Context: an optimization exercise on an open-source flow, tuned for small area. The choices shown serve that exercise and are no tape-out recipe.
In this exercise RTL edits were held to simulation tests only and were not proved equivalent to the original.
No activity file was given, so power comes from the tool's default toggle rates.

### design/flow/flow/area.abc
strash
dc2
&get -n
&syn2
&dch -f
&nf -a -R 1000
&put
### design/flow/config.mk
export PLATFORM = sky130hd
export DESIGN_NAME = ddmtd
export DESIGN_NICKNAME = ddmtd
export VERILOG_FILES = /design/flow/design.v
export SDC_FILE = /design/flow/constraint.sdc
export NUM_CORES = 4
export LEC_CHECK = 0
export CAP_MARGIN = 20
export CORE_MARGIN = 2
export CORE_UTILIZATION = 60
export CTS_BUF_LIST = sky130_fd_sc_hd__clkbuf_4 sky130_fd_sc_hd__clkbuf_8
export GPL_TIMING_DRIVEN = 0
export SLEW_MARGIN = 20
### design/flow/flow/run.sh
#!/bin/bash
# The standard layout (standard.sh), with three changes:
#  - synthesis maps the logic with an area-oriented ABC script (flow/area.abc)
#    instead of ORFS's speed script; everything else in synthesis, and so every
#    register, is as in the standard synthesis;
#  - the port buffers are the smallest buffer (buf_1);
#  - clock tree synthesis adds no dummy loads.
set -e
W=$(pwd)
export BUFFER_PORTS_ARGS="-buffer_cell sky130_fd_sc_hd__buf_1"
export CTS_ARGS="-sink_clustering_enable -repair_clock_nets -dont_use_dummy_load -buf_list {sky130_fd_sc_hd__clkbuf_4 sky130_fd_sc_hd__clkbuf_8}"
cat > "$W/flow_synth.tcl" <<EOT
proc abc {args} {
  set i [lsearch -exact \$args -script]
  if { \$i >= 0 } { lset args [expr { \$i + 1 }] $W/flow/area.abc }
  yosys abc {*}\$args
}
source $W/synth_recipe.tcl
EOT
bash standard.sh SYNTH_SCRIPT="$W/flow_synth.tcl" finish > standard.log 2>&1
### design/flow/design.v
module sampler
(
  input  wire       clk_in_i,            
  input  wire       rst_n_ddmtdclk_i,    
  input  wire       clk_ddmtd_i,         
  output reg       clk_sampled_o         
);
  reg  clk_i_d0;
  reg  clk_i_d1;
  reg  clk_i_d2;
  always @(posedge clk_ddmtd_i) begin
    if (!rst_n_ddmtdclk_i) begin
    clk_i_d0 <= 1'b0;
    clk_i_d1 <= 1'b1;
    clk_i_d2 <= 1'b1;
    clk_sampled_o <= 1'b1;
    end
    else begin
    clk_i_d0      <= clk_in_i;
    clk_i_d1      <= ~clk_i_d0;  
    clk_i_d2      <= clk_i_d1;
    clk_sampled_o <= clk_i_d2;
    end
  end
endmodule
module deglitcher
(
  input  wire        rst_n_ddmtdclk_i,
  input  wire        clk_in_i,
  input  wire        clk_ddmtd_i,
  input  wire [15:0] deglitch_threshold_i,
  output reg  [15:0] tag_o,
  output wire        tag_p_o
);
  reg  [1:0]  state;
  reg  [15:0] stab_cntr;
  wire clk_sampled;
  sampler sampler_inst (
    .clk_in_i         (clk_in_i),
    .rst_n_ddmtdclk_i (rst_n_ddmtdclk_i),
    .clk_ddmtd_i      (clk_ddmtd_i),
    .clk_sampled_o    (clk_sampled)
  );
  wire got_edge  = state[1] &  state[0];
  wire wait_edge = state[1] & ~state[0];
  wire eq        = (stab_cntr == deglitch_threshold_i);
  wire clr       = got_edge ? (eq | ~clk_sampled) : clk_sampled;
  assign tag_p_o = ~state[1] & state[0];
  wire [15:0] stab_carry, tag_carry;
  inc_carry stab_inc (.q(stab_cntr), .c(stab_carry));
  inc_carry tag_inc  (.q(tag_o),     .c(tag_carry));
  always @(posedge clk_ddmtd_i) begin
    if (!rst_n_ddmtdclk_i) begin
      state     <= 2'b00;
      stab_cntr <= 16'd0;
    end else begin
      state[1]  <= state[1] ? ~(got_edge & eq) : eq;
      state[0]  <= state[1] & (state[0] | clk_sampled);
      stab_cntr <= clr ? 16'd0 : stab_cntr ^ stab_carry;
    end
  end
  wire tag_step = ~(got_edge & ~clk_sampled & ~eq);
  always @(posedge clk_ddmtd_i)
    tag_o <= (wait_edge & clk_sampled) ? 16'd0 : tag_o ^ (tag_carry & {16{tag_step}});
endmodule
module inc_carry
(
  input  wire [15:0] q,
  output wire [15:0] c
);
  wire [3:0] blk = {&q[15:12], &q[11:8], &q[7:4], &q[3:0]};
  wire [3:0] pre = {&blk[2:0], &blk[1:0], blk[0], 1'b1};
  genvar k;
  generate
    for (k = 0; k < 4; k = k + 1) begin : b
      assign c[4*k]   = pre[k];
      assign c[4*k+1] = pre[k] & q[4*k];
      assign c[4*k+2] = pre[k] & (&q[4*k+1:4*k]);
      assign c[4*k+3] = pre[k] & (&q[4*k+2:4*k]);
    end
  endgenerate
endmodule
module ddmtd
#(
  parameter integer COUNTER_BIT_WIDTH = 16
)
(
  input  wire rst_n_ddmtdclk_i,
  input  wire clk_a_i,
  input  wire clk_b_i,
  input  wire clk_ddmtd_i,
  input  wire [15:0]  deglitch_threshold_i,
  output wire signed [COUNTER_BIT_WIDTH-1:0] phase_diff_o,
  output reg                                 phase_diff_p_o
);
  wire [15:0] rel_a, rel_b;
  wire        tag_a_p, tag_b_p;
  deglitcher deglitcher_inst_a (
    .rst_n_ddmtdclk_i     (rst_n_ddmtdclk_i),
    .clk_in_i             (clk_a_i),
    .clk_ddmtd_i          (clk_ddmtd_i),
    .deglitch_threshold_i (deglitch_threshold_i),
    .tag_o                (rel_a),
    .tag_p_o              (tag_a_p)
  );
  deglitcher deglitcher_inst_b (
    .rst_n_ddmtdclk_i     (rst_n_ddmtdclk_i),
    .clk_in_i             (clk_b_i),
    .clk_ddmtd_i          (clk_ddmtd_i),
    .deglitch_threshold_i (deglitch_threshold_i),
    .tag_o                (rel_b),
    .tag_p_o              (tag_b_p)
  );
  reg  wait_a, wait_b;
  wire wait_tag = ~(wait_a | wait_b);
  wire done_a   = wait_a & tag_a_p;                  
  wire done_b   = wait_b & tag_b_p;                  
  wire both     = wait_tag & tag_a_p & tag_b_p;      
  wire only_a   = wait_tag & tag_a_p & ~tag_b_p;     
  wire only_b   = wait_tag & tag_b_p & ~tag_a_p;     
  always @(posedge clk_ddmtd_i) begin
    if (!rst_n_ddmtdclk_i) begin
      phase_diff_p_o <= 1'b0;
      wait_a         <= 1'b0;
      wait_b         <= 1'b0;
    end else begin
      phase_diff_p_o <= both | done_a | done_b;
      wait_a         <= only_b | (wait_a & ~tag_a_p);
      wait_b         <= only_a | (wait_b & ~tag_b_p);
    end
  end
  reg  [15:0] temp;
  wire [15:0] a = only_a ? rel_a : ((only_b | both | done_b) ? rel_b : temp);
  wire [15:0] b = ~(({16{~(both | done_a)}} | rel_a) & ({16{~done_b}} | temp));
  wire [15:0] g = a & b;
  wire [15:0] p = a ^ b;
  wire [16:0] c;
  assign c[0] = 1'b1;
  genvar k;
  generate
    for (k = 0; k < 16; k = k + 4) begin : cla
      assign c[k+1] = g[k]   | (p[k]   & c[k]);
      assign c[k+2] = g[k+1] | (p[k+1] & g[k]) | (p[k+1] & p[k] & c[k]);
      assign c[k+3] = g[k+2] | (p[k+2] & g[k+1]) | (p[k+2] & p[k+1] & g[k])
                    | (p[k+2] & p[k+1] & p[k] & c[k]);
      assign c[k+4] = g[k+3] | (p[k+3] & g[k+2]) | (p[k+3] & p[k+2] & g[k+1])
                    | (p[k+3] & p[k+2] & p[k+1] & g[k])
                    | (p[k+3] & p[k+2] & p[k+1] & p[k] & c[k]);
    end
  endgenerate
  always @(posedge clk_ddmtd_i)
    temp <= p ^ c[15:0];
  assign phase_diff_o = temp;
endmodule
### design/flow/standard.sh
#!/bin/bash
# synth_recipe.tcl (not shown) runs the flow's synth.tcl, then flattens the netlist and writes it again
# the make line also repeats each setting of config.mk as NAME=value (left out here)
make -C /OpenROAD-flow-scripts/flow DESIGN_CONFIG=/design/flow/config.mk WORK_HOME=/design/flow/orfs CLKGATE_MAP_FILE= SYNTH_SCRIPT=/design/flow/synth_recipe.tcl "${@:-finish}"
### design/flow/constraint.sdc
create_clock -name core_clock -period 4.0 [get_ports {clk_ddmtd_i}]
set_input_delay 0.8000 -clock core_clock [delete_from_list [all_inputs] [get_ports {clk_ddmtd_i}]]
set_output_delay 0.8000 -clock core_clock [all_outputs]
set_load 0.01 [all_outputs]
==> summary.md, run 1 <==
| Metric | Value |
|---|---|
| GP Congestion | 0.750 |
| Switching part of the total | 0.300 |
| Post-Synth Simple-Gate Area | 0.232 |
| Area of the multi-input gates | 2580 um^2 |
| Internal Pwr Total | 1.51 mW |
| Main area contributors after synthesis | dfxtp_1 (44%), ha_1 (8.0%), xnor2_1 (7.0%) |
| Fmax | 0.240 GHz |
| Clk slew on worst S/H paths | 0.09 ns |
| Number of global-route vias before repair | 3,548 |
| Largest net degree at the start of global routing | 20 |
| Worst Max-Slew Pin Slew | 0.746 ns |
| Fin nets | 632 |
| Ys Warns | 3 |
| Max-slew violations | 0 |
| RSZ-0062 raised after global routing | yes |
| Clk latency of the worst-skew pair | 0.35 ns |
| Post-synthesis sequential area ratio | 0.435 |
| Startpoint Class | flip-flop |
| Top post-synthesis cells by count | dfxtp_1 (95), nor2_1 (77), nand2_1 (44) |
| Leakage | 2.22 nW |
| WP data arrival | 4.39 ns |
| Fin worst setup slack | -0.159 ns |
| Post-Synth XOR/XNOR Area | 0.114 |
| TritonCTS clock tree | done |
| Final setup vio count | 4 |
| First-pass GRT wire length | 15,700 um |
| WL final | 9630 um |
| Mux share of post-synthesis cell area | 0 |
| Cell Pwr Density | 411 nW/um^2 |
| Initial Utilization | 0.613 |
| Hold Fails Final Rpt | 0 |
| Die H | 89.4 um |
| Most frequent cell after synthesis | dfxtp_1 |
| Final ANT Viol Nets | 0 |
| P&R area growth vs syn | 20.0% |
| Max transition margin | 0.502 |
| Reg power frac | 0.551 |
| IO Count | 37 |
| Combinational group share of total power | 0.220 |
| Layout Cells excl Fill | 678 |
| Hold_ws | 0.379 ns |
| Port bufs | 36 |
| EDFF count, synth | 0 |
| 1st-pass router iterations | 4 |
| Critical Path Sink Type | flip-flop |
| Worst EP required | 4.23 ns |
| Main synth FF type | dfxtp_1 |
| Fill cells | 566 |
| Synth unique cells | 30 |
| Vias per inst | 5.44 |
| Gr usage total | 0.253 |
| Layout check faults | negative setup slack |
| CTS Hold Buffers Added | 0 |
| Register bit total from synthesis | 95 |
| Die Span X | 89.4 um |
| Sink Count | 95 |
| Largest family of logic cells by synthesized area | simple AND/OR/NAND/NOR gates |
| Placed insts | 632 |
| Rows | 31 |
| DR vias | 3,689 |
| Syn_nets | 546 |
| CP Max Fanout | 5 |
| HPWL after detailed placement | 6140 um |
| Clock Root Buffer | clkbuf_8 |
| Initial DRC count | 131 |
| Psw | 0.647 mW |
| Cells after Synth | 495 |
| Top-area cell type share of the netlist area | 0.435 |
| Initial antenna violation count | 0 |
| Gr ovfl total | 0 |
| DR DRC count | 0 |
| Clk buf depth | 2 |
| H-tree lvl count | 3 |
| Post-synth top area cell | dfxtp_1 |
| Worst setup path category | flip-flop to flip-flop |
| Maxcap violations | 0 |
| Final Skew | 0.0196 ns |
| Clock period minus worst slack | 4.16 ns |
| Fraction of layout cells with a size suffix above 1 | 0.149 |
| Run status | failed layout checks |
| Hold Path Class | flip-flop to flip-flop |
| Number of buffers created by CTS | 9 |
| Async set or reset register ratio after synthesis | 0 |
| Mapped Area | 4370 um^2 |
| Syn_area_per_cell | 8.83 um^2 |
| Compound-Gate Fraction of Synth Area | 0.110 |
| Clock Power Share | 0.229 |
| Tcrit/Tclk final | 1.04 |
| Ant diodes | 0 |
| Wire per inst | 14.2 um |
| Core region area | 7140 um^2 |
| Register area | 1920 um^2 |
| Post-Synth Adder-Cell Area | 0.0939 |
| Die area | 7990 um^2 |
| Worst vdd ir | 0.171 mV |
==> per-layer routing <==
layer | part of all wire | GRT usage | up-vias
li1 | - | - | 1883
met1 | 0.44 | 0.298 | 1734
met2 | 0.52 | 0.466 | 61
met3 | 0.028 | 0.0397 | 11
met4 | 0.012 | 0.0855 | 0
met5 | 0 | 0 | -
==> cell type report <==
class | instances | area share
tap | 99 | 0.0236
multi-input combinational | 384 | 0.493
clock buffer | 9 | 0.0236
sequential | 95 | 0.365
inverter | 17 | 0.0131
timing repair buffer | 74 | 0.0816
==> stage by stage <==
stage | setup slack [ns] | power (mW) | util | instance area (um^2) | setup TNS, ns
after floorplan | -0.0142 | 1.48 | - | 4410 | -0.0238
after global placement | -0.681 | 1.58 | 0.654 | 4660 | -3.39
after detailed placement | -0.762 | 1.61 | 0.656 | 4680 | -4.34
after CTS | -0.135 | 2.12 | 0.723 | 5160 | -0.278
after global routing | -0.400 | 2.28 | 0.735 | 5250 | -1.50
final | -0.159 | 2.15 | 0.735 | 5250 | -0.501
==> cells in the final DEF, fill, tap and decap left out, types with 15 or more instances in the layout <==
master | netlist | layout
clkinv_1 | 17 | 15
xnor2_1 | 35 | 34
nand2_1 | 44 | 42
dfxtp_1 | 95 | 90
nor2_1 | 77 | 74
ha_1 | 28 | 27
buf_1 | 0 | 36
xor2_1 | 22 | 22
o22ai_1 | 16 | 15
nor3_1 | 26 | 25
a31oi_1 | 16 | 16
buf_4 | 0 | 36
and3_1 | 22 | 18
a21oi_1 | 20 | 17
==> power groups by stage <==
stage	clock network (mW)	logic (mW)	registers, mW
floorplan	0	0.270	1.21
global placement	0	0.386	1.19
detailed placement	0	0.402	1.20
CTS	0.502	0.440	1.18
global route	0.550	0.532	1.20
finish	0.494	0.475	1.19
==> kinds of logic (layout without fill, tap and decap cells) <==
family	count (synthesis)	count (layout)
compound gates	79	79
fa+ha+maj	31	31
buf+inv	17	100
simple gates	216	217
flops	95	95
xor+xnor	57	57
==> repair_timing <==
action,CTS,global route
resized for setup,23,19
endpoints found under the setup margin,7,12
buffers inserted,32,7
pin swaps,24,18
gates cloned,1,0
==> sequential cells by signal, indices dropped and copies added (netlist names), 2 cells and up <==
signal and count:
deglitcher_inst_a.tag_o 16, temp 16, deglitcher_inst_b.state 2, deglitcher_inst_b.tag_o 16, deglitcher_inst_a.stab_cntr 16, deglitcher_inst_a.state 2, deglitcher_inst_b.stab_cntr 16
==> worst max-delay path, cell delays in order (launching register included) <==
cell,delay (ns)
dfxtp_4,0.36
nor2b_4,0.12
or4_4,0.58
nand3_2,0.10
o21a_1,0.20
ha_4,0.23
o21a_1,0.23
o21a_1,0.23
o21ai_2,0.12
nand2b_1,0.09
a21o_1,0.20
a21oi_4,0.16
nor2b_2,0.06
o21ai_1,0.12
nand2b_1,0.09
nand3_1,0.09
nand2_1,0.08
and2_4,0.15
o21ai_2,0.10
nand2b_1,0.09
buf_4,0.15
fa_2,0.33
xor2_1,0.14
==> final timing paths <==
| check | from | to | slack [ns] | cells after the start |
|---|---|---|---|---|
| worst max-delay path | deglitcher_inst_b.state[0]$_SDFF_PN0_ | temp[13]$_DFF_P_ | -0.16 | 22 |
| worst max register to register | deglitcher_inst_b.state[0]$_SDFF_PN0_ | temp[13]$_DFF_P_ | -0.16 | 22 |
| worst min-delay path | deglitcher_inst_b.sampler_inst.clk_i_d0$_SDFF_PN0_ | deglitcher_inst_b.sampler_inst.clk_i_d1$_SDFF_PN1_ | 0.38 | 1 |
| worst min register to register | deglitcher_inst_b.sampler_inst.clk_i_d0$_SDFF_PN0_ | deglitcher_inst_b.sampler_inst.clk_i_d1$_SDFF_PN1_ | 0.38 | 1 |
==> run 2: changes to the inputs <==
==> design/flow/flow/area.abc (replaced) <==
&get -n
&st
&dch
&nf -R 1000
&put
==> summary.md, run 2 <==
| Metric | Value |
|---|---|
| Run status | complete, no violations |
| Clock Root Buffer | clkbuf_8 |
| Hold Fails Final Rpt | 0 |
| First-pass GRT wire length | 15,000 um |
| Tcrit/Tclk final | 0.927 |
| Mux share of post-synthesis cell area | 0 |
| Commonest non-fill, non-tap cell in the layout | dfxtp_1 |
| Worst vdd ir | 0.234 mV |
| Register bit total from synthesis | 95 |
| Compound-Gate Fraction of Synth Area | 0.110 |
| Top post-synthesis cells by count | dfxtp_1 (95), nor2_1 (73), nand2_1 (51) |
| Worst Max-Slew Pin Slew | 1.04 ns |
| Max transition margin | 0.307 |
| TritonCTS clock tree | done |
| Clk buf depth | 2 |
| R2R Setup Slk | 0.29 ns |
| Fill cells | 639 |
| Syn_area_per_cell | 8.79 um^2 |
| HPWL after detailed placement | 6280 um |
| Leakage | 2.00 nW |
| Number of buffers created by CTS | 9 |
| Die H | 90.2 um |
| Post-synth top area cell | dfxtp_1 |
| Worst setup path category | flip-flop to flip-flop |
| Fin nets | 610 |
| Final Core Density | 0.686 |
| Max-slew violations | 0 |
| Clk slew on worst S/H paths | 0.10 ns |
| EDFF count, synth | 0 |
| 1st-pass router iterations | 4 |
| Syn_nets | 558 |
| Top-area cell type share of the netlist area | 0.427 |
| Register area | 1900 um^2 |
| Port bufs | 36 |
| Main synth FF type | dfxtp_1 |
| Async set or reset register ratio after synthesis | 0 |
| RSZ-0062 raised after global routing | yes |
| Clock period minus worst slack | 3.71 ns |
| Final Skew | 0.0268 ns |
| GP Congestion | 0.796 |
| Post-Synth Simple-Gate Area | 0.233 |
| Most frequent cells in the layout | dfxtp_1 (95), nor2_1 (71), nand2_1 (49) |
| Core region area | 7210 um^2 |
| Die Span X | 90.2 um |
| Synth unique cells | 28 |
| Initial DRC count | 89 |
| Rows | 31 |
| WP data arrival | 3.96 ns |
| Final Cell Area | 4950 um^2 |
| DR vias | 3,607 |
| Initial antenna violation count | 0 |
| P&R area growth vs syn | 11.2% |
| Wire per inst | 13.1 um |
| WL final | 8580 um |
| Hold Path Class | flip-flop to flip-flop |
| CP Max Fanout | 16 |
| Number of global-route vias before repair | 3,480 |
| Largest family of logic cells by synthesized area | simple AND/OR/NAND/NOR gates |
| Mapped Area | 4450 um^2 |
| Startpoint Class | flip-flop |
| Cells after Synth | 507 |
| Initial Utilization | 0.617 |
| Post-Synth Adder-Cell Area | 0.0921 |
| Most frequent cell after synthesis | dfxtp_1 |
| H-tree lvl count | 3 |
| Gr ovfl total | 0 |
| Clk latency of the worst-skew pair | 0.36 ns |
| IO Count | 37 |
| Total power | 1.98 mW |
| Critical Path Sink Type | flip-flop |
| Post-synthesis sequential area ratio | 0.427 |
| Final setup vio count | 0 |
| Vias per inst | 5.50 |
| DR DRC count | 0 |
| Gr usage total | 0.223 |
| Main area contributors after synthesis | dfxtp_1 (43%), ha_1 (7.9%), xnor2_1 (6.7%) |
| Sink Count | 95 |
| Die area | 8130 um^2 |
| Final ANT Viol Nets | 0 |
| Ant diodes | 0 |
| Fraction of layout cells with a size suffix above 1 | 0.0449 |
| Placed cell area | 4740 um^2 |
| Post-Synth XOR/XNOR Area | 0.124 |
| Ys Warns | 3 |
| Cell Pwr Density | 400 nW/um^2 |
| Maxcap violations | 0 |
| Worst EP required | 4.26 ns |
| Largest net degree at the start of global routing | 34 |
| Area of the multi-input gates | 2570 um^2 |
| Fmax | 0.270 GHz |
## run 2: per-stage QoR
step           setup TNS [ns]  setup slack [ns]  hold WS [ns]  cells
3_5_place_dp            -4.49            -0.823         0.358    643
3_3_place_gp            -7.03             -1.14         0.354    642
4_1_cts                     0            0.0172         0.378    652
2_1_floorplan               0             0.191         0.350    507
6_report                    0             0.292         0.376    656
5_1_grt              -0.00874          -0.00874         0.402    656
## run 2: timing repair
action	4_1_cts	5_1_grt
hold buffers	0	0
gates cloned	0	1
resized for setup	7	6
setup endpoints to repair	8	8
pin swaps	0	2
buffers inserted	0	3
## run 2: final timing paths
check | startpoint | to | cells after the start
setup / recovery | wait_b$_SDFF_PN0_ | temp[13]$_DFF_P_ | 15
hold / removal | deglitcher_inst_b.sampler_inst.clk_i_d0$_SDFF_PN0_ | deglitcher_inst_b.sampler_inst.clk_i_d1$_SDFF_PN1_ | 1
setup reg to reg | wait_b$_SDFF_PN0_ | temp[13]$_DFF_P_ | 15
hold reg to reg | deglitcher_inst_b.sampler_inst.clk_i_d0$_SDFF_PN0_ | deglitcher_inst_b.sampler_inst.clk_i_d1$_SDFF_PN1_ | 1
## run 2: cells by family (layout without fill, tap and decap cells)
| group | after synthesis | in the layout |
|---|---|---|
| AO/OA/AOI/OAI | 80 | 80 |
| buffers and inverters | 17 | 66 |
| AND/OR/NAND/NOR | 221 | 222 |
| adder cells (fa/ha/maj) | 31 | 31 |
| flip-flops | 95 | 95 |
| XOR/XNOR | 63 | 63 |
## run 2: worst max-delay path, stage by stage (launching register included)
cell,delay [ns]
dfxtp_1,0.39
nor2_2,0.33
nand2_1,0.22
nand2_8,0.18
nor2_1,0.05
o21ai_0,0.15
o21a_1,0.16
ha_1,0.24
o21ai_0,0.28
o21ai_0,0.21
nand3_1,0.16
nor2_1,0.06
a211oi_2,0.33
o21ai_1,0.22
fa_1,0.46
xor2_1,0.17
## run 2: final cells by class
type / count / area share
sequential: 95 / 0.384
timing repair buffer: 40 / 0.0341
clock buffer: 9 / 0.0250
inverter: 17 / 0.0129
multi-input combinational: 396 / 0.519
tap: 99 / 0.0250
## run 2: metal layers
| layer | GRT usage | part of all wire | vias to the layer above |
|---|---|---|---|
| li1 | - | - | 1887 |
| met1 | 0.265 | 0.47 | 1649 |
| met2 | 0.398 | 0.49 | 60 |
| met3 | 0.0335 | 0.027 | 11 |
| met4 | 0.0949 | 0.013 | 0 |
| met5 | 0 | 0 | - |
## run 2: power by group
| group | total [mW] | internal (mW) | switching [mW] |
|---|---|---|---|
| Combinational | 0.358 | 0.161 | 0.196 |
| Sequential | 1.14 | 1.05 | 0.0888 |
| Clock | 0.484 | 0.202 | 0.282 |
| Total | 1.98 | 1.41 | 0.567 |
==> run 3: changes to the inputs <==
==> design/flow/flow/area.abc (replaced) <==
&get -n
&st
&syn2
&dch -f
&nf -a -R 1000
&st
&syn2
&dch -f
&nf -a -R 1000
&put
==> summary.md, run 3 <==
| Metric | Value |
|---|---|
| Buffers & Inverters on Critical Path | 1 |
| Run status | complete, no violations |
| Main area contributors after synthesis | dfxtp_1 (43%), ha_1 (8.0%), xnor2_1 (6.8%) |
| Clock Power Share | 0.236 |
| Sink Count | 95 |
| Worst vdd ir | 0.198 mV |
| Post-synth top area cell | dfxtp_1 |
| Critical R2R Launch | deglitcher_inst_a.state[1]$_SDFF_PN0_ |
| Max-slew violations | 0 |
| Vias per inst | 5.52 |
| Clk slew on worst S/H paths | 0.09 ns |
| CP top delay family | simple AND/OR/NAND/NOR gates |
| Final Skew | 0.0242 ns |
| Slowest-stage cell, CP | or2_0 |
| Die Span X | 89.6 um |
| Clock Root Buffer | clkbuf_8 |
| CP Max Fanout | 5 |
| Total power | 2.09 mW |
| Fmax | 0.266 GHz |
| Cell Pwr Density | 412 nW/um^2 |
| Die H | 89.6 um |
| Gr ovfl total | 0 |
| H-tree lvl count | 3 |
| IO Count | 37 |
| Worst Max-Slew Pin Slew | 0.980 ns |
| Ant diodes | 0 |
| Commonest non-fill, non-tap cell in the layout | dfxtp_1 |
| DR DRC count | 0 |
| CP endpoint | deglitcher_inst_a.tag_o[15]$_SDFF_PP0_ |
| Main synth FF type | dfxtp_1 |
| WP data arrival | 4.05 ns |
| Reg2reg path depth | 24 |
| DR vias | 3,648 |
| Hold Fails Final Rpt | 0 |
| Switching part of the total | 0.297 |
| Gr usage total | 0.251 |
| Async set or reset register ratio after synthesis | 0 |
| Leakage | 2.15 nW |
| Reg power frac | 0.564 |
| Number of buffers created by CTS | 9 |
| WL final | 9320 um |
| Internal Pwr Total | 1.47 mW |
| Most frequent cell after synthesis | dfxtp_1 |
| EDFF count, synth | 0 |
| Fin nets | 615 |
| Final setup vio count | 0 |
| Top post-synthesis cells by count | dfxtp_1 (95), nor2_1 (78), nand2_1 (45) |
| Critical Path Sink Type | flip-flop |
| HPWL after detailed placement | 6560 um |
| Rows | 31 |
| Worst path depth | 17 |
| Worst setup path category | input port to flip-flop |
| Register bit total from synthesis | 95 |
| Maxcap violations | 0 |
| Top-area cell type share of the netlist area | 0.433 |
| Synth unique cells | 30 |
| Hold_ws | 0.385 ns |
| Syn_nets | 550 |
| Clk latency of the worst-skew pair | 0.36 ns |
| Crit path cell chain | buf_1 > xor2_1 > nor4_1 > nand3_1 > nand3_1 > or2_0 > and3_1 > and2_1 > and3_1 > and2_2 > and3_1 > and2_2 > and3_1 > and2_2 > and3_1 > and3_1 > nor3_1 |
| TritonCTS clock tree | done |
| P&R area growth vs syn | 15.5% |
| Psw | 0.621 mW |
| Final Cell Area | 5080 um^2 |
| Wire per inst | 14.1 um |
| Tcrit/Tclk final | 0.939 |
| Worst setup startpoint | deglitch_threshold_i[10] |
| Final ANT Viol Nets | 0 |
| Startpoint Class | input port |
| 1st-pass router iterations | 5 |
| Combinational group share of total power | 0.200 |
| Clk buf depth | 2 |
| Cells after Synth | 499 |
| Initial Utilization | 0.613 |
| First-pass GRT wire length | 15,500 um |
| Most frequent cells in the layout | dfxtp_1 (92), nor2_1 (75), nand2_1 (40) |
| Number of global-route vias before repair | 3,488 |
| CTS Hold Buffers Added | 0 |
| Die area | 8030 um^2 |
| Core region area | 7180 um^2 |
| RSZ-0062 raised after global routing | no |
| Max transition margin | 0.344 |
| Worst EP required | 4.29 ns |
| Initial antenna violation count | 0 |
| Reg2reg end | temp[15]$_DFF_P_ |
| Post-synthesis sequential area ratio | 0.433 |
| Final Core Density | 0.708 |
| Placed cell area | 4680 um^2 |
| GP Congestion | 0.872 |
| Initial DRC count | 143 |
| Fraction of layout cells with a size suffix above 1 | 0.107 |
| Mapped Area | 4400 um^2 |
| Clock period minus worst slack | 3.76 ns |
| Largest net degree at the start of global routing | 17 |
| CP peak stage delay | 0.25 ns |
| CP dominant cell by count | and3_1 |
| Syn_area_per_cell | 8.81 um^2 |
| Hold Path Class | flip-flop to flip-flop |
| R2R Setup Slk | 0.34 ns |
| Port bufs | 36 |
| Ys Warns | 3 |
run 3: power by group through the flow:
stage	registers, mW	clock network (mW)	logic [mW]
2_1_floorplan	1.21	0	0.270
3_3_place_gp	1.19	0	0.387
3_5_place_dp	1.20	0	0.408
4_1_cts	1.18	0.510	0.412
5_1_grt	1.20	0.542	0.482
6_report	1.18	0.493	0.419
run 3: kinds of logic after synthesis:
logic type	share of synthesized area
compound gates	0.114
xor+xnor	0.112
fa+ha+maj	0.0934
buf+inv	0.0145
flops	0.433
mux	0.00228
simple gates	0.232
run 3: layout make-up:
type	instances	area [um^2]
Inverter	17	63.8
Fill cell	588	2100
Tap cell	99	124
Sequential cell	95	1910
Multi-Input combinational cell	388	2590
Timing Repair Buffer	53	263
Clock buffer	9	124
run 3: routing by layer:
layer / vias to the layer above / routed length, um / GRT usage
met5: - / 0 / 0
met4: 0 / 167 / 0.0868
met3: 16 / 329 / 0.0475
met2: 65 / 5050 / 0.483
met1: 1697 / 3770 / 0.272
li1: 1870 / - / -
run 3: worst min path at each step:
stage,cells past startpoint,startpoint,slack (ns),to
2_1_floorplan,1,deglitcher_inst_a.sampler_inst.clk_i_d0$_SDFF_PN0_,0.35,deglitcher_inst_a.sampler_inst.clk_i_d1$_SDFF_PN1_
3_3_place_gp,1,deglitcher_inst_a.sampler_inst.clk_i_d0$_SDFF_PN0_,0.35,deglitcher_inst_a.sampler_inst.clk_i_d1$_SDFF_PN1_
3_5_place_dp,1,deglitcher_inst_a.sampler_inst.clk_i_d0$_SDFF_PN0_,0.37,deglitcher_inst_a.sampler_inst.clk_i_d1$_SDFF_PN1_
4_1_cts,1,deglitcher_inst_a.sampler_inst.clk_i_d0$_SDFF_PN0_,0.39,deglitcher_inst_a.sampler_inst.clk_i_d1$_SDFF_PN1_
5_1_grt,1,deglitcher_inst_a.sampler_inst.clk_i_d0$_SDFF_PN0_,0.39,deglitcher_inst_a.sampler_inst.clk_i_d1$_SDFF_PN1_
6_report,1,deglitcher_inst_a.sampler_inst.clk_i_d0$_SDFF_PN0_,0.38,deglitcher_inst_a.sampler_inst.clk_i_d1$_SDFF_PN1_
run 3: through the flow:
stage	instances	worst slack [ns]	TNS [ns]
floorplan	499	0.0529	0
global placement	634	-0.651	-3.94
detailed placement	636	-0.712	-5.06
CTS	659	0.00412	0
global route	661	0.00469	0
finish	661	0.243	0
run 3: worst reg2reg max path: stages (launching register included):
cell and delay (ns):
dfxtp_1 0.39, clkinv_1 0.17, nand2_1 0.17, nor2_4 0.07
nand2_4 0.10, nand3_1 0.07, o21a_1 0.15, ha_4 0.23
o21a_1 0.20, o21a_1 0.20, o21ai_1 0.14, nand2b_1 0.09
a21oi_1 0.14, nor2b_1 0.08, nand3_1 0.10, nand2_2 0.07
and2_1 0.18, nand3_1 0.09, nand2_2 0.07, a21o_1 0.20
a21o_1 0.19, a21oi_2 0.16, inv_2 0.06, a21oi_4 0.13
xnor2_2 0.13
run 3: repair_timing:
item                       4_1_cts  5_1_grt
setup endpoints to repair        9       10
resized for setup               20       27
pin swaps                        5        6
gates cloned                     1        0
buffers inserted                13        2
==> run 4: changes to the inputs <==
==> design/flow/flow/area.abc (replaced) <==
&get -n
&st
&dc2
&syn2
&dch -f
&nf -R 1000
&put
==> summary.md, run 4 <==
| Metric | Value |
|---|---|
| Maxcap violations | 0 |
| Reg2reg path depth | 25 |
| Slowest-stage cell, CP | or4_4 |
| Fin worst setup slack | -0.0907 ns |
| Die Span X | 89.3 um |
| Rows | 31 |
| GP Congestion | 0.801 |
| CP Max Fanout | 5 |
| Clock Root Buffer | clkbuf_8 |
| Post-synthesis sequential area ratio | 0.435 |
| TritonCTS clock tree | done |
| DR DRC count | 0 |
| Gr usage total | 0.237 |
| WL final | 9300 um |
| Clk buf depth | 2 |
| Most frequent cell after synthesis | dfxtp_1 |
| Final ANT Viol Nets | 0 |
| CTS Hold Buffers Added | 0 |
| Hold_ws | 0.383 ns |
| EDFF count, synth | 0 |
| Fill cells | 584 |
| Die area | 7980 um^2 |
| Top post-synthesis cells by count | dfxtp_1 (95), nor2_1 (75), nand2_1 (47) |
| Final Core Density | 0.722 |
| First-pass GRT wire length | 14,500 um |
| Main synth FF type | dfxtp_1 |
| Setup_tns | -0.229 ns |
| Post-synth top area cell | dfxtp_1 |
| Clock period minus worst slack | 4.09 ns |
| DR vias | 3,662 |
| Tcrit/Tclk final | 1.02 |
| Max-slew violations | 0 |
| Mapped Area | 4370 um^2 |
| Final setup vio count | 3 |
| Fin nets | 617 |
| Register area | 1920 um^2 |
| Initial Utilization | 0.612 |
| Syn_nets | 545 |
| RSZ-0062 raised after global routing | yes |
| H-tree lvl count | 3 |
| Worst Max-Slew Pin Slew | 1.11 ns |
| Critical Path Sink Type | flip-flop |
| Register bit total from synthesis | 95 |
| Syn_area_per_cell | 8.84 um^2 |
| Leakage | 2.14 nW |
| Port bufs | 36 |
| HPWL after detailed placement | 6210 um |
| Initial antenna violation count | 0 |
| Core region area | 7140 um^2 |
| Fraction of layout cells with a size suffix above 1 | 0.128 |
| Worst setup path category | flip-flop to flip-flop |
| Number of buffers created by CTS | 9 |
| 1st-pass router iterations | 4 |
| Top-area cell type share of the netlist area | 0.435 |
| Wire per inst | 14.0 um |
| Startpoint Class | flip-flop |
| Worst EP required | 4.27 ns |
| CP peak stage delay | 0.56 ns |
| Fmax | 0.244 GHz |
| Clk latency of the worst-skew pair | 0.35 ns |
| Hold Path Class | flip-flop to flip-flop |
| Vias per inst | 5.52 |
| Cell Pwr Density | 410 nW/um^2 |
| Worst vdd ir | 0.191 mV |
| Max transition margin | 0.256 |
| Ant diodes | 0 |
| Most frequent cells in the layout | dfxtp_1 (90), nor2_1 (73), nand2_1 (45) |
| IO Count | 37 |
| Commonest non-fill, non-tap cell in the layout | dfxtp_1 |
| Synth unique cells | 30 |
| Layout check faults | negative setup slack |
| Clk slew on worst S/H paths | 0.09 ns |
| Number of global-route vias before repair | 3,322 |
| Run status | failed layout checks |
| Main area contributors after synthesis | dfxtp_1 (44%), ha_1 (8.0%), xnor2_1 (7.4%) |
| Ys Warns | 3 |
| Final Skew | 0.0217 ns |
| Die H | 89.3 um |
| Largest net degree at the start of global routing | 20 |
| WP data arrival | 4.36 ns |
| P&R area growth vs syn | 18.0% |
| Initial DRC count | 117 |
| Async set or reset register ratio after synthesis | 0 |
| Cells after Synth | 494 |
| Min-Delay Path Depth | 1 |
| Gr ovfl total | 0 |
| Area of the multi-input gates | 2600 um^2 |
| Sink Count | 95 |
| Hold Fails Final Rpt | 0 |
run 4: cell families (layout without fill, tap and decap cells):
| logic type | after synthesis | in the layout | share of synthesized area |
|---|---|---|---|
| fa+ha+maj | 31 | 31 | 0.0939 |
| compound gates | 75 | 75 | 0.104 |
| xor+xnor | 59 | 59 | 0.118 |
| simple gates | 218 | 219 | 0.235 |
| buf+inv | 16 | 85 | 0.0137 |
| flops | 95 | 95 | 0.435 |
run 4: repair_timing:
item,in CTS,in global routing
buffers inserted,18,4
gates resized for setup,20,25
endpoints found under the setup margin,8,10
pin swaps,19,19
gates cloned,1,0
run 4: layer usage:
layer,GRT usage,up-vias,part of all wire
li1,-,1858,-
met1,0.267,1721,0.44
met2,0.444,66,0.51
met3,0.0406,17,0.033
met4,0.0896,0,0.018
met5,0,-,0
run 4: metrics by stage:
| stage | instances | setup slack, ns | cell area (um^2) | total power [mW] |
|---|---|---|---|---|
| 2_1_floorplan | 494 | -0.0192 | 4400 | 1.48 |
| 4_1_cts | 659 | -0.185 | 5030 | 2.10 |
| 3_5_place_dp | 631 | -0.782 | 4680 | 1.60 |
| 3_3_place_gp | 629 | -0.668 | 4660 | 1.58 |
| 6_report | 663 | -0.0907 | 5150 | 2.11 |
| 5_1_grt | 663 | -0.324 | 5150 | 2.24 |
run 4: cell type report:
type / count / share of cell area
multi-input cells: 384 / 0.505
repair buffers: 60 / 0.0634
flip-flops and latches: 95 / 0.372
clock buffers: 9 / 0.0240
inverters: 16 / 0.0121
well taps: 99 / 0.0240
run 4: path summary, 6_finish.rpt:
path,start,end,slack [ns]
hold reg to reg,deglitcher_inst_a.sampler_inst.clk_i_d0$_SDFF_PN0_,deglitcher_inst_a.sampler_inst.clk_i_d1$_SDFF_PN1_,0.38
setup reg to reg,deglitcher_inst_a.state[1]$_SDFF_PN0_,temp[15]$_DFF_P_,-0.09
hold / removal,deglitcher_inst_a.sampler_inst.clk_i_d0$_SDFF_PN0_,deglitcher_inst_a.sampler_inst.clk_i_d1$_SDFF_PN1_,0.38
setup / recovery,deglitcher_inst_a.state[1]$_SDFF_PN0_,temp[15]$_DFF_P_,-0.09
run 4: power breakdown:
| group | total [mW] | internal [mW] | switching, mW | leakage (nW) |
|---|---|---|---|---|
| logic | 0.443 | 0.218 | 0.225 | 1.29 |
| registers | 1.18 | 1.07 | 0.108 | 0.781 |
| clock network | 0.492 | 0.202 | 0.290 | 0.0647 |
run 4: critical path: cells and delay by family, from the launching register on:
family,cells,cell delay (ns)
compound gates,11,1.68
simple gates,9,1.33
flops,1,0.37
buf+inv,3,0.28
fa+ha+maj,1,0.22
xor+xnor,1,0.12
==> run 5: changes to the inputs <==
==> design/flow/flow/area.abc (replaced) <==
&get -n
&st
&syn2
&dch -f
&nf -a -R 1000
&put
==> summary.md, run 5 <==
| Metric | Value |
|---|---|
| CTS Hold Buffers Added | 0 |
| Fin nets | 598 |
| Hold Fails Final Rpt | 0 |
| Fin worst setup slack | 0.229 ns |
| Main synth FF type | dfxtp_1 |
| Sink Count | 95 |
| Die area | 8070 um^2 |
| TritonCTS clock tree | done |
| Fmax | 0.265 GHz |
| Post-synth top area cell | dfxtp_1 |
| Reg2reg path depth | 15 |
| Port bufs | 36 |
| Placed insts | 635 |
| Clk buf depth | 2 |
| Dpl ws | -0.442 ns |
| Initial antenna violation count | 0 |
| Synth unique cells | 35 |
| Hold Startpoint | deglitcher_inst_b.sampler_inst.clk_i_d0$_SDFF_PN0_ |
| R2R Setup Slk | 0.27 ns |
| Leakage | 2.06 nW |
| Gr usage total | 0.218 |
| Commonest non-fill, non-tap cell in the layout | dfxtp_1 |
| Rows | 31 |
| Number of buffers created by CTS | 9 |
| Top post-synthesis cells by count | dfxtp_1 (95), nor2_1 (70), nand2_1 (48) |
| Number of global-route vias before repair | 3,314 |
| WP data arrival | 3.97 ns |
| Main area contributors after synthesis | dfxtp_1 (43%), ha_1 (7.9%), xnor2_1 (7.3%) |
| CP Max Fanout | 5 |
| Final Skew | 0.0191 ns |
| Syn_area_per_cell | 8.89 um^2 |
| Worst Max-Slew Pin Slew | 0.946 ns |
| Die H | 89.8 um |
| Most frequent cell after synthesis | dfxtp_1 |
| Worst vdd ir | 0.241 mV |
| Final Core Density | 0.680 |
| WL final | 8370 um |
| Core region area | 7180 um^2 |
| Gr ovfl total | 0 |
| EDFF count, synth | 0 |
| Cell Pwr Density | 416 nW/um^2 |
| DR vias | 3,532 |
| 1st-pass router iterations | 7 |
| Total power | 2.03 mW |
| Critical Path Sink Type | flip-flop |
| Top-area cell type share of the netlist area | 0.430 |
| Initial DRC count | 112 |
| Vias per inst | 5.48 |
| Cells after Synth | 497 |
| Final setup vio count | 0 |
| HPWL after detailed placement | 6150 um |
| Register bit total from synthesis | 95 |
| Setup_tns | 0 ns |
| Min-Delay Path Depth | 1 |
| Fraction of layout cells with a size suffix above 1 | 0.0404 |
| Max-slew violations | 0 |
| Clk latency of the worst-skew pair | 0.35 ns |
| Number of setup buffers added after CTS | 0 |
| Most frequent cells in the layout | dfxtp_1 (95), nor2_1 (69), nand2_1 (47) |
| Wire per inst | 13.0 um |
| H-tree lvl count | 3 |
| IO Count | 37 |
| Clock Root Buffer | clkbuf_8 |
| RSZ-0062 raised after global routing | no |
| Startpoint Class | input port |
| Hold Path Class | flip-flop to flip-flop |
| Reg2reg end | temp[13]$_DFF_P_ |
| Syn_nets | 548 |
| Worst EP required | 4.20 ns |
| Clock period minus worst slack | 3.77 ns |
| Ant diodes | 0 |
| DR DRC count | 0 |
| Worst setup path category | input port to flip-flop |
| Maxcap violations | 0 |
| Run status | complete, no violations |
| P&R area growth vs syn | 10.4% |
| Ys Warns | 3 |
| Initial Utilization | 0.616 |
| Clk slew on worst S/H paths | 0.09 ns |
| Post-synthesis sequential area ratio | 0.430 |
| Layout Cells excl Fill | 644 |
| GP Congestion | 0.769 |
| Max transition margin | 0.367 |
| Die Span X | 89.8 um |
| Mapped Area | 4420 um^2 |
| First-pass GRT wire length | 14,400 um |
| Hold Path Sink | deglitcher_inst_b.sampler_inst.clk_i_d1$_SDFF_PN1_ |
| Critical R2R Launch | deglitcher_inst_a.state[0]$_SDFF_PN0_ |
| Largest net degree at the start of global routing | 34 |
| Final ANT Viol Nets | 0 |
| Async set or reset register ratio after synthesis | 0 |
| Tcrit/Tclk final | 0.943 |
-- run 5: cell types whose count changed after synthesis, moves of 2 or more --
cell and delta:
nor2_1 -5, o21ai_0 -4, a21boi_0 +3, a21oi_1 +3, nand2b_1 -3, a211oi_1 +2, and2_0 -2, and3_1 +2
o211a_1 +2
-- run 5: area by class of cell --
type,instances,area [um^2]
multi-input cells,387,2510
well taps,99,124
repair buffers,39,158
flip-flops and latches,95,1900
fillers,624,2300
clock buffers,9,124
inverters,15,56.3
-- run 5: cells by family (layout without fill, tap and decap cells) --
family / count (synthesis) / count (layout) / share of synthesized area
and+or+nand+nor: 214 / 214 / 0.229
DFF: 95 / 95 / 0.430
AOI/OAI and AO/OA: 84 / 84 / 0.120
xor gates and xnor gates: 58 / 58 / 0.115
adders and majority gates: 31 / 31 / 0.0929
buffers and inverters: 15 / 63 / 0.0127
-- run 5: power breakdown --
| part | total [mW] | internal (mW) | switching (mW) | leakage, nW |
|---|---|---|---|---|
| logic | 0.373 | 0.177 | 0.197 | 1.22 |
| clock network | 0.489 | 0.202 | 0.286 | 0.0647 |
| registers | 1.16 | 1.06 | 0.101 | 0.777 |
| total | 2.03 | 1.44 | 0.584 | 2.06 |
-- run 5: worst max path at each step --
| stage | end | slack, ns | depth (start not counted) | startpoint |
|---|---|---|---|---|
| floorplan | temp[13]$_DFF_P_ | 0.23 | 18 | deglitcher_inst_b.state[0]$_SDFF_PN0_ |
| global placement | temp[13]$_DFF_P_ | -0.76 | 18 | deglitcher_inst_b.state[0]$_SDFF_PN0_ |
| detailed placement | deglitcher_inst_b.tag_o[15]$_SDFF_PP0_ | -0.44 | 16 | deglitch_threshold_i[5] |
| CTS | temp[13]$_DFF_P_ | 0.04 | 15 | deglitcher_inst_b.state[0]$_SDFF_PN0_ |
| global route | temp[13]$_DFF_P_ | 0.005 | 15 | deglitcher_inst_a.state[0]$_SDFF_PN0_ |
| finish | deglitcher_inst_b.tag_o[15]$_SDFF_PP0_ | 0.23 | 16 | deglitch_threshold_i[5] |
-- run 5: per-stage QoR --
stage | hold WS [ns] | area, um^2
finish | 0.381 | 4880
global route | 0.403 | 4880
CTS | 0.380 | 4840
detailed placement | 0.358 | 4700
global placement | 0.354 | 4680
floorplan | 0.350 | 4420
-- run 5: critical path: stages --
cell and delay [ns]:
buf_1 0.11, xor2_1 0.17, nor4_1 0.29, nand2_1 0.17, nor3_4 0.26, or3_1 0.17, and3_1 0.19, and3_1 0.24
and3_1 0.25, and3_2 0.25, and3_1 0.20, and2_1 0.22, and3_1 0.23, and2_2 0.21, and3_1 0.16, nor3_1 0.05
-- run 5: timing repair --
item | CTS | global route
pin swaps | 0 | 0
gates resized for setup | 6 | 10
setup endpoints to repair | 5 | 7
-- run 5: per-layer routing --
metal / vias up / track usage / routed length (um)
met4: 0 / 0.0744 / 134
met5: - / 0 / 0
met2: 61 / 0.393 / 4120
met1: 1622 / 0.252 / 3770
li1: 1839 / - / -
met3: 10 / 0.0528 / 348
==> run 6: changes to the inputs <==
--- a/design/flow/config.mk
+++ b/design/flow/config.mk
@@ -9,3 +9,3 @@
 export CORE_MARGIN = 2
-export CORE_UTILIZATION = 60
+export CORE_UTILIZATION = 70
 export CTS_BUF_LIST = sky130_fd_sc_hd__clkbuf_4 sky130_fd_sc_hd__clkbuf_8
==> summary.md, run 6 <==
| Metric | Value |
|---|---|
| Total power | 2.03 mW |
| Main synth FF type | dfxtp_1 |
| Clk latency of the worst-skew pair | 0.35 ns |
| GP Congestion | 0.795 |
| Number of buffers created by CTS | 9 |
| Ant diodes | 0 |
| Worst vdd ir | 0.331 mV |
| Final Cell Area | 4890 um^2 |
| Tcrit/Tclk final | 0.950 |
| Final ANT Viol Nets | 0 |
| Number of global-route vias before repair | 3,655 |
| Placed cell area | 4670 um^2 |
| Psw | 0.590 mW |
| Slowest-stage cell, CP | or4_4 |
| Top post-synthesis cells by count | dfxtp_1 (95), nor2_1 (70), nand2_1 (48) |
| HPWL after detailed placement | 6300 um |
| Post-synthesis sequential area ratio | 0.430 |
| Largest net degree at the start of global routing | 34 |
| Run status | complete, no violations |
| Internal Pwr Total | 1.44 mW |
| EDFF count, synth | 0 |
| Syn_nets | 548 |
| IO Count | 37 |
| Top-area cell type share of the netlist area | 0.430 |
| First-pass GRT wire length | 15,500 um |
| Most frequent cell after synthesis | dfxtp_1 |
| Initial antenna violation count | 0 |
| Combinational group share of total power | 0.189 |
| TritonCTS clock tree | done |
| Sink Count | 95 |
| Initial Utilization | 0.733 |
| Fmax | 0.263 GHz |
| Vias per inst | 5.94 |
| Hold Fails Final Rpt | 0 |
| CP Max Fanout | 33 |
| Final Skew | 0.0176 ns |
| Post-synth top area cell | dfxtp_1 |
| Register bit total from synthesis | 95 |
| Clk buf depth | 2 |
| DR vias | 3,700 |
| 1st-pass router iterations | 6 |
| Switching part of the total | 0.290 |
| Startpoint Class | flip-flop |
| Clock period minus worst slack | 3.80 ns |
| Cell Pwr Density | 416 nW/um^2 |
| CP top delay family | simple AND/OR/NAND/NOR gates |
| Reg power frac | 0.573 |
| Maxcap violations | 0 |
| H-tree lvl count | 3 |
| Most frequent cells in the layout | dfxtp_1 (94), nor2_1 (69), nand2_1 (47) |
| Fraction of layout cells with a size suffix above 1 | 0.0529 |
| Setup_tns | 0 ns |
| Final Core Density | 0.811 |
| Gr ovfl total | 0 |
| DR DRC count | 0 |
| WP data arrival | 4.04 ns |
| Die H | 83.4 um |
| P&R area growth vs syn | 10.7% |
| Fin nets | 601 |
| Initial DRC count | 189 |
| Worst EP required | 4.24 ns |
| Clock Power Share | 0.238 |
| Worst setup path category | flip-flop to flip-flop |
| Rows | 28 |
| Critical Path Sink Type | flip-flop |
| Wire per inst | 14.4 um |
| Fill cells | 415 |
| Worst Max-Slew Pin Slew | 0.986 ns |
| Crit path cell chain | nor2b_2 > or4_4 > o21a_1 > ha_1 > o21a_1 > o21a_1 > nand2_1 > nand2_1 > nand3_1 > nand2_1 > and2_0 > nand4_1 > nand2_1 > fa_1 > xor2_1 |
| Commonest non-fill, non-tap cell in the layout | dfxtp_1 |
| Hold Path Class | flip-flop to flip-flop |
| CP peak stage delay | 0.69 ns |
| Port bufs | 36 |
| Syn_area_per_cell | 8.89 um^2 |
| Cells after Synth | 497 |
| Async set or reset register ratio after synthesis | 0 |
| Buffers & Inverters on Critical Path | 0 |
| Die Span X | 83.4 um |
| Synth unique cells | 35 |
| Gr usage total | 0.269 |
| Die area | 6960 um^2 |
| WL final | 8950 um |
| Dpl ws | -0.419 ns |
| Ys Warns | 3 |
| Final setup vio count | 0 |
| Clock Root Buffer | clkbuf_8 |
| Clk slew on worst S/H paths | 0.09 ns |
| Leakage | 2.09 nW |
| CP dominant cell by count | nand2_1 |
| Fin worst setup slack | 0.201 ns |
| Core region area | 6030 um^2 |
| Max transition margin | 0.340 |
| Max-slew violations | 0 |
| Main area contributors after synthesis | dfxtp_1 (43%), ha_1 (7.9%), xnor2_1 (7.3%) |
| Mapped Area | 4420 um^2 |
## run 6: area by class of cell
cell class / instances / area [um^2] / area share
clock buffer: 9 / 124 / 0.0253
inverter: 15 / 56.3 / 0.0115
multi-input combinational: 387 / 2530 / 0.518
sequential: 95 / 1900 / 0.389
tap: 75 / 93.8 / 0.0192
timing repair buffer: 42 / 180 / 0.0368
## run 6: path summary, 6_finish.rpt
kind | from | end | slack [ns] | cells past startpoint
worst max register to register | deglitcher_inst_b.state[0]$_SDFF_PN0_ | temp[13]$_DFF_P_ | 0.20 | 15
worst max-delay path | deglitcher_inst_b.state[0]$_SDFF_PN0_ | temp[13]$_DFF_P_ | 0.20 | 15
worst min register to register | deglitcher_inst_b.sampler_inst.clk_i_d0$_SDFF_PN0_ | deglitcher_inst_b.sampler_inst.clk_i_d1$_SDFF_PN1_ | 0.39 | 1
worst min-delay path | deglitcher_inst_b.sampler_inst.clk_i_d0$_SDFF_PN0_ | deglitcher_inst_b.sampler_inst.clk_i_d1$_SDFF_PN1_ | 0.39 | 1
## run 6: metrics by stage
step / std cells / hold slack [ns]
final: 623 / 0.389
after global routing: 623 / 0.405
after CTS: 620 / 0.393
after detailed placement: 611 / 0.371
after global placement: 608 / 0.353
after floorplan: 497 / 0.350
## run 6: metal layers
metal / up-vias / part of all wire / track usage / routed length [um]
li1: 1846 / - / - / -
met1: 1731 / 0.44 / 0.309 / 3930
met2: 99 / 0.50 / 0.486 / 4510
met3: 24 / 0.036 / 0.0606 / 326
met4: 0 / 0.021 / 0.104 / 184
met5: - / 0 / 0 / 0
## run 6: what timing repair did
item                                    CTS  global route
endpoints found under the setup margin    7             9
pin swaps                                 0             3
setup buffers                             0             3
gates cloned                              0             0
hold buffers                              0             0
resized for setup                         8            14
## run 6: worst reg2reg max path: stages (launching register included)
cell and delay [ns]:
dfxtp_2 0.36, nor2b_2 0.18, or4_4 0.69, o21a_1 0.26, ha_1 0.30, o21a_1 0.21, o21a_1 0.20, nand2_1 0.08
nand2_1 0.10, nand3_1 0.11, nand2_1 0.10, and2_0 0.23, nand4_1 0.11, nand2_1 0.11, fa_1 0.46, xor2_1 0.17
## run 6: cells by family (layout without fill, tap and decap cells)
logic type,Yosys count,count (layout),synth area share
adders and majority gates,31,31,0.0929
buffers and inverters,15,66,0.0127
and+or+nand+nor,214,214,0.229
DFF,95,95,0.430
AOI/OAI and AO/OA,84,84,0.120
xor gates and xnor gates,58,58,0.115
## run 6: power by group through the flow
stage	sequential (mW)	clock, mW	combinational, mW
6_report	1.16	0.483	0.385
5_1_grt	1.18	0.535	0.438
4_1_cts	1.16	0.491	0.386
3_5_place_dp	1.18	0	0.379
3_3_place_gp	1.18	0	0.360
2_1_floorplan	1.19	0	0.255
==> run 7: changes to the inputs <==
--- a/design/flow/config.mk
+++ b/design/flow/config.mk
@@ -7,7 +7,7 @@
 export LEC_CHECK = 0
-export CAP_MARGIN = 20
+export CAP_MARGIN = 0
 export CORE_MARGIN = 2
-export CORE_UTILIZATION = 70
+export CORE_UTILIZATION = 60
 export CTS_BUF_LIST = sky130_fd_sc_hd__clkbuf_4 sky130_fd_sc_hd__clkbuf_8
 export GPL_TIMING_DRIVEN = 0
-export SLEW_MARGIN = 20
+export SLEW_MARGIN = 0
==> summary.md, run 7 <==
| Metric | Value |
|---|---|
| Clock Root Buffer | clkbuf_8 |
| Mux share of post-synthesis cell area | 0 |
| Worst EP required | 4.21 ns |
| Initial Utilization | 0.616 |
| RSZ-0062 raised after global routing | yes |
| Number of global-route vias before repair | 3,317 |
| H-tree lvl count | 3 |
| Rows | 31 |
| Post-Synth Adder-Cell Area | 0.0929 |
| Sink Count | 95 |
| Gr usage total | 0.216 |
| Largest family of logic cells by synthesized area | simple AND/OR/NAND/NOR gates |
| Placed cell area | 4680 um^2 |
| Post-Synth XOR/XNOR Area | 0.115 |
| Post-Synth Simple-Gate Area | 0.229 |
| Run status | complete, no violations |
| Number of setup buffers added after CTS | 0 |
| Clk slew on worst S/H paths | 0.09 ns |
| Max-slew violations | 0 |
| GP Congestion | 0.769 |
| Syn_area_per_cell | 8.89 um^2 |
| Clock period minus worst slack | 3.76 ns |
| Critical Path Sink Type | flip-flop |
| WP data arrival | 3.97 ns |
| 1st-pass router iterations | 4 |
| Tcrit/Tclk final | 0.941 |
| Setup_tns | 0 ns |
| Async set or reset register ratio after synthesis | 0 |
| Final setup vio count | 0 |
| Cells after Synth | 497 |
| Largest net degree at the start of global routing | 34 |
| Register bit total from synthesis | 95 |
| Cell Pwr Density | 417 nW/um^2 |
| Hold Path Class | flip-flop to flip-flop |
| Fraction of layout cells with a size suffix above 1 | 0.0368 |
| Clk buf depth | 2 |
| Initial DRC count | 126 |
| GR Util met2 | 0.397 |
| EDFF count, synth | 0 |
| WL final | 8310 um |
| Placed insts | 633 |
| Hold Fails Final Rpt | 0 |
| Die area | 8070 um^2 |
| Fin nets | 596 |
| Top post-synthesis cells by count | dfxtp_1 (95), nor2_1 (70), nand2_1 (48) |
| CP Max Fanout | 5 |
| Ant diodes | 0 |
| Fill cells | 636 |
| Ys Warns | 3 |
| Die H | 89.8 um |
| Synth unique cells | 35 |
| Busiest layer in global routing | met2 |
| Max transition margin | 0.152 |
| Fmax | 0.266 GHz |
| P&R area growth vs syn | 10.1% |
| Layout Cells excl Fill | 642 |
| Most frequent cell after synthesis | dfxtp_1 |
| HPWL after detailed placement | 6160 um |
| Vias per inst | 5.58 |
| Mapped Area | 4420 um^2 |
| Wire per inst | 12.9 um |
| Final ANT Viol Nets | 0 |
| Post-synth top area cell | dfxtp_1 |
| GR Util met3 | 0.0277 |
| DR vias | 3,584 |
| IO Count | 37 |
| Worst Max-Slew Pin Slew | 1.27 ns |
| GR Util met1 | 0.258 |
| First-pass GRT wire length | 14,400 um |
| Syn_nets | 548 |
| Commonest non-fill, non-tap cell in the layout | dfxtp_1 |
| Initial antenna violation count | 0 |
| Core region area | 7180 um^2 |
| Die Span X | 89.8 um |
| Main synth FF type | dfxtp_1 |
| Startpoint Class | input port |
| Total power | 2.03 mW |
| Port bufs | 36 |
| Post-synthesis sequential area ratio | 0.430 |
| DR DRC count | 0 |
| Maxcap violations | 0 |
| Main area contributors after synthesis | dfxtp_1 (43%), ha_1 (7.9%), xnor2_1 (7.3%) |
| Most frequent cells in the layout | dfxtp_1 (94), nor2_1 (70), nand2_1 (47) |
| Leakage | 2.06 nW |
| Final Cell Area | 4860 um^2 |
| Gr ovfl total | 0 |
| TritonCTS clock tree | done |
| Worst vdd ir | 0.174 mV |
| Compound-Gate Fraction of Synth Area | 0.120 |
| Clk latency of the worst-skew pair | 0.36 ns |
| Number of buffers created by CTS | 9 |
| Final Skew | 0.0225 ns |
| Worst setup path category | input port to flip-flop |
| Top-area cell type share of the netlist area | 0.430 |
## run 7: cell counts after synthesis
Identical to the previous run, type by type.
## run 7: cell type report
type | instances | area [um^2] | area share
timing repair buffer | 37 | 143 | 0.0293
multi-input combinational | 387 | 2510 | 0.517
sequential | 95 | 1900 | 0.391
tap | 99 | 124 | 0.0255
clock buffer | 9 | 124 | 0.0255
inverter | 15 | 56.3 | 0.0116
## run 7: kinds of logic (layout without fill, tap and decap cells)
logic type	after synthesis	count (layout)
buf+inv	15	61
xor+xnor	58	58
simple gates	214	214
fa+ha+maj	31	31
compound gates	84	84
flops	95	95
## run 7: final timing paths
check                                                        to  slack (ns)  cells past startpoint                                          startpoint
max reg2reg                                    temp[13]$_DFF_P_        0.29                     15               deglitcher_inst_a.state[0]$_SDFF_PN0_
min          deglitcher_inst_b.sampler_inst.clk_i_d1$_SDFF_PN1_        0.38                      1  deglitcher_inst_b.sampler_inst.clk_i_d0$_SDFF_PN0_
max                      deglitcher_inst_b.tag_o[15]$_SDFF_PP0_        0.24                     16                             deglitch_threshold_i[5]
min reg2reg  deglitcher_inst_b.sampler_inst.clk_i_d1$_SDFF_PN1_        0.38                      1  deglitcher_inst_b.sampler_inst.clk_i_d0$_SDFF_PN0_
## run 7: critical path, cell delays in order
cell     delay, ns
buf_1         0.11
xor2_1        0.17
nor4_1        0.29
nand2_1       0.17
nor3_4        0.27
or3_1         0.17
and3_1        0.19
and3_1        0.25
and3_1        0.26
and3_2        0.25
and3_1        0.21
and2_1        0.22
and3_1        0.23
and2_4        0.18
and3_1        0.15
nor3_1        0.05
## run 7: per-stage QoR
step	setup slack [ns]	utilization	hold slack (ns)
4_1_cts	0.0249	0.673	0.381
3_5_place_dp	-0.466	0.653	0.358
5_1_grt	-0.0178	0.678	0.407
6_report	0.236	0.678	0.379
2_1_floorplan	0.226	-	0.350
3_3_place_gp	-0.757	0.652	0.354
## run 7: per-layer routing
| metal | vias to the layer above | wire, um | part of all wire |
|---|---|---|---|
| li1 | 1843 | - | - |
| met2 | 56 | 4070 | 0.49 |
| met5 | - | 0 | 0 |
| met3 | 11 | 237 | 0.029 |
| met1 | 1674 | 3880 | 0.47 |
| met4 | 0 | 117 | 0.014 |
## run 7: repair_timing
item	CTS	global route
resized for setup	6	12
hold buffers	0	0
endpoints found under the setup margin	5	9
## run 7: where the power goes
group,switching (mW),internal [mW]
Clock,0.285,0.202
Combinational,0.201,0.177
Sequential,0.101,1.06
==> run 8: changes to the inputs <==
--- a/design/flow/flow/run.sh
+++ b/design/flow/flow/run.sh
@@ -10,3 +10,3 @@
 export BUFFER_PORTS_ARGS="-buffer_cell sky130_fd_sc_hd__buf_1"
-export CTS_ARGS="-sink_clustering_enable -repair_clock_nets -dont_use_dummy_load -buf_list {sky130_fd_sc_hd__clkbuf_4 sky130_fd_sc_hd__clkbuf_8}"
+export CTS_ARGS="-sink_clustering_enable -repair_clock_nets -dont_use_dummy_load -buf_list {sky130_fd_sc_hd__clkbuf_8} -sink_clustering_size 30 -sink_clustering_max_diameter 60"
 cat > "$W/flow_synth.tcl" <<EOT
--- a/design/flow/config.mk
+++ b/design/flow/config.mk
@@ -7,3 +7,3 @@
 export LEC_CHECK = 0
-export CAP_MARGIN = 0
+export CAP_MARGIN = 20
 export CORE_MARGIN = 2
@@ -12,2 +12,2 @@
 export GPL_TIMING_DRIVEN = 0
-export SLEW_MARGIN = 0
+export SLEW_MARGIN = 20
==> summary.md, run 8 <==
| Metric | Value |
|---|---|
| IO Count | 37 |
| WP data arrival | 3.97 ns |
| Wire per inst | 13.0 um |
| Final setup vio count | 0 |
| Fmax | 0.265 GHz |
| Fill cells | 624 |
| H-tree lvl count | 3 |
| Clk buf depth | 2 |
| Initial DRC count | 112 |
| Commonest non-fill, non-tap cell in the layout | dfxtp_1 |
| Max-slew violations | 0 |
| EDFF count, synth | 0 |
| 1st-pass router iterations | 7 |
| CP Max Fanout | 5 |
| WL final | 8370 um |
| DR DRC count | 0 |
| Area of the multi-input gates | 2510 um^2 |
| Number of buffers created by CTS | 9 |
| HPWL after detailed placement | 6150 um |
| Final Cell Area | 4880 um^2 |
| Most frequent cell after synthesis | dfxtp_1 |
| Register area | 1900 um^2 |
| Max transition margin | 0.367 |
| Rows | 31 |
| Clock period minus worst slack | 3.77 ns |
| Crit path cell chain | buf_1 > xor2_1 > nor4_1 > nand2_1 > nor3_4 > or3_1 > and3_1 > and3_1 > and3_1 > and3_2 > and3_1 > and2_1 > and3_1 > and2_2 > and3_1 > nor3_1 |
| Top post-synthesis cells by count | dfxtp_1 (95), nor2_1 (70), nand2_1 (48) |
| P&R area growth vs syn | 10.4% |
| Register bit total from synthesis | 95 |
| Run status | complete, no violations |
| Post-synthesis sequential area ratio | 0.430 |
| Placed cell area | 4700 um^2 |
| DR vias | 3,532 |
| Sink Count | 95 |
| CP peak stage delay | 0.29 ns |
| Syn_nets | 548 |
| Clk slew on worst S/H paths | 0.09 ns |
| RSZ-0062 raised after global routing | no |
| Leakage | 2.06 nW |
| Maxcap violations | 0 |
| Final Skew | 0.0191 ns |
| First-pass GRT wire length | 14,400 um |
| Initial antenna violation count | 0 |
| Hold Fails Final Rpt | 0 |
| Number of global-route vias before repair | 3,314 |
| CP top delay family | simple AND/OR/NAND/NOR gates |
| Most frequent cells in the layout | dfxtp_1 (95), nor2_1 (69), nand2_1 (47) |
| Hold Path Class | flip-flop to flip-flop |
| Final ANT Viol Nets | 0 |
| Gr usage total | 0.218 |
| Post-synth top area cell | dfxtp_1 |
| Tcrit/Tclk final | 0.943 |
| CTS Hold Buffers Added | 0 |
| Port bufs | 36 |
| Critical Path Sink Type | flip-flop |
| Initial Utilization | 0.616 |
| Main synth FF type | dfxtp_1 |
| Number of setup buffers added after CTS | 0 |
| Worst Max-Slew Pin Slew | 0.946 ns |
| Clock Root Buffer | clkbuf_8 |
| Gr ovfl total | 0 |
| Cells after Synth | 497 |
| Core region area | 7180 um^2 |
| Mapped Area | 4420 um^2 |
| Die H | 89.8 um |
| TritonCTS clock tree | done |
| Total power | 2.03 mW |
| Fin nets | 598 |
| Clk latency of the worst-skew pair | 0.35 ns |
| Fraction of layout cells with a size suffix above 1 | 0.0404 |
| Die Span X | 89.8 um |
| Top-area cell type share of the netlist area | 0.430 |
| Slowest-stage cell, CP | nor4_1 |
| Async set or reset register ratio after synthesis | 0 |
| Cell Pwr Density | 416 nW/um^2 |
| Largest net degree at the start of global routing | 34 |
| Syn_area_per_cell | 8.89 um^2 |
| Worst EP required | 4.20 ns |
| Startpoint Class | input port |
| Main area contributors after synthesis | dfxtp_1 (43%), ha_1 (7.9%), xnor2_1 (7.3%) |
| Worst setup path category | input port to flip-flop |
| GP Congestion | 0.769 |
| Buffers & Inverters on Critical Path | 1 |
| Ys Warns | 3 |
| Vias per inst | 5.48 |
| Die area | 8070 um^2 |
| Synth unique cells | 35 |
| CP dominant cell by count | and3_1 |
| Hold_ws | 0.381 ns |
| Ant diodes | 0 |
| Worst vdd ir | 0.241 mV |
==> run 8: changes by cell type in the layout (fill, tap and decap cells not counted), sizes merged <==
cell  delta
buf      +2
==> run 8: cell type report <==
| class | instances | area share |
|---|---|---|
| Sequential cell | 95 | 0.390 |
| Multi-Input combinational cell | 387 | 0.515 |
| Timing Repair Buffer | 39 | 0.0323 |
| Inverter | 15 | 0.0115 |
| Tap cell | 99 | 0.0254 |
| Clock buffer | 9 | 0.0254 |
==> run 8: kinds of logic (layout without fill, tap and decap cells) <==
group | count (synthesis) | after routing | synth area share
AND/OR/NAND/NOR | 214 | 214 | 0.229
buffers and inverters | 15 | 63 | 0.0127
adder cells (fa/ha/maj) | 31 | 31 | 0.0929
AO/OA/AOI/OAI | 84 | 84 | 0.120
XOR/XNOR | 58 | 58 | 0.115
flip-flops | 95 | 95 | 0.430
==> run 8: what timing repair did <==
action	CTS	global route
endpoints found under the setup margin	5	7
pin swaps	0	0
gates resized for setup	6	10
==> run 8: final timing paths <==
check / depth (start not counted) / end / start / slack [ns]
min: 1 / deglitcher_inst_b.sampler_inst.clk_i_d1$_SDFF_PN1_ / deglitcher_inst_b.sampler_inst.clk_i_d0$_SDFF_PN0_ / 0.38
max: 16 / deglitcher_inst_b.tag_o[15]$_SDFF_PP0_ / deglitch_threshold_i[5] / 0.23
min reg2reg: 1 / deglitcher_inst_b.sampler_inst.clk_i_d1$_SDFF_PN1_ / deglitcher_inst_b.sampler_inst.clk_i_d0$_SDFF_PN0_ / 0.38
max reg2reg: 15 / temp[13]$_DFF_P_ / deglitcher_inst_a.state[0]$_SDFF_PN0_ / 0.27
==> run 8: metal layers <==
layer | global-route usage | vias to the layer above | part of all wire
met5 | 0 | - | 0
met4 | 0.0744 | 0 | 0.016
met3 | 0.0528 | 10 | 0.042
met1 | 0.252 | 1622 | 0.45
li1 | - | 1839 | -
met2 | 0.393 | 61 | 0.49
==> run 8: power by group <==
| group | total (mW) | internal (mW) | leakage, nW | switching (mW) |
|---|---|---|---|---|
| sequential | 1.16 | 1.06 | 0.777 | 0.101 |
| clock | 0.489 | 0.202 | 0.0647 | 0.286 |
| combinational | 0.373 | 0.177 | 1.22 | 0.197 |
| total | 2.03 | 1.44 | 2.06 | 0.584 |
==> run 8: worst register-to-register path, cell delays in order, from the launching register on <==
cell and delay [ns]:
dfxtp_1 0.45, nand2_1 0.10, or4_4 0.68, o21a_1 0.26, ha_1 0.30, o21a_1 0.21, o21a_1 0.20, nand2_1 0.07
nand2_1 0.11, nand3_1 0.12, nand2_1 0.10, and2_0 0.22, nand4_1 0.10, nand2_1 0.10, fa_1 0.45, xor2_1 0.17
==> run 8: through the flow <==
| step | worst slack [ns] | TNS (ns) | std cells | utilization |
|---|---|---|---|---|
| finish | 0.229 | 0 | 644 | 0.680 |
| detailed placement | -0.442 | -2.05 | 635 | 0.655 |
| global placement | -0.757 | -4.46 | 632 | 0.652 |
| global route | 0.00510 | 0 | 644 | 0.680 |
| floorplan | 0.226 | 0 | 497 | - |
| CTS | 0.0390 | 0 | 644 | 0.675 |

## port drivers added, routing unchanged
The results above use ideal ports. As a check the final layouts listed here were re-extracted and re-timed, cells and wires unchanged.
Step 1: set_driving_cell puts a clkbuf_16 on clk_ddmtd_i and a buf_2 on each other input, an assumption about the parent block.
Step 2 times the ports against the registers' clock, not the clock port: input delays grow and output delays shrink by t, the midpoint of the rising clock arrivals with the driver on.
Slacks: no drivers / after step 1 / after step 2; pairs: no drivers / after step 1.
| run | t (ns) | slack for setup (ns) |
|---|---|---|
| run 1 | 0.373 | -0.159 / -0.159 / -0.159 |
| run 2 | 0.375 | 0.292 / 0.292 / 0.052 |
| run 3 | 0.378 | 0.243 / 0.246 / -0.132 |
| run 4 | 0.372 | -0.091 / -0.091 / -0.095 |
| run 5 | 0.374 | 0.229 / 0.241 / -0.133 |
| run 6 | 0.372 | 0.201 / 0.201 / -0.127 |
| run 7 | 0.377 | 0.236 / 0.246 / -0.131 |
| run 8 | 0.374 | 0.229 / 0.241 / -0.133 |
With both steps, setup timing fails in 5 of these runs, where it was met with ideal ports.
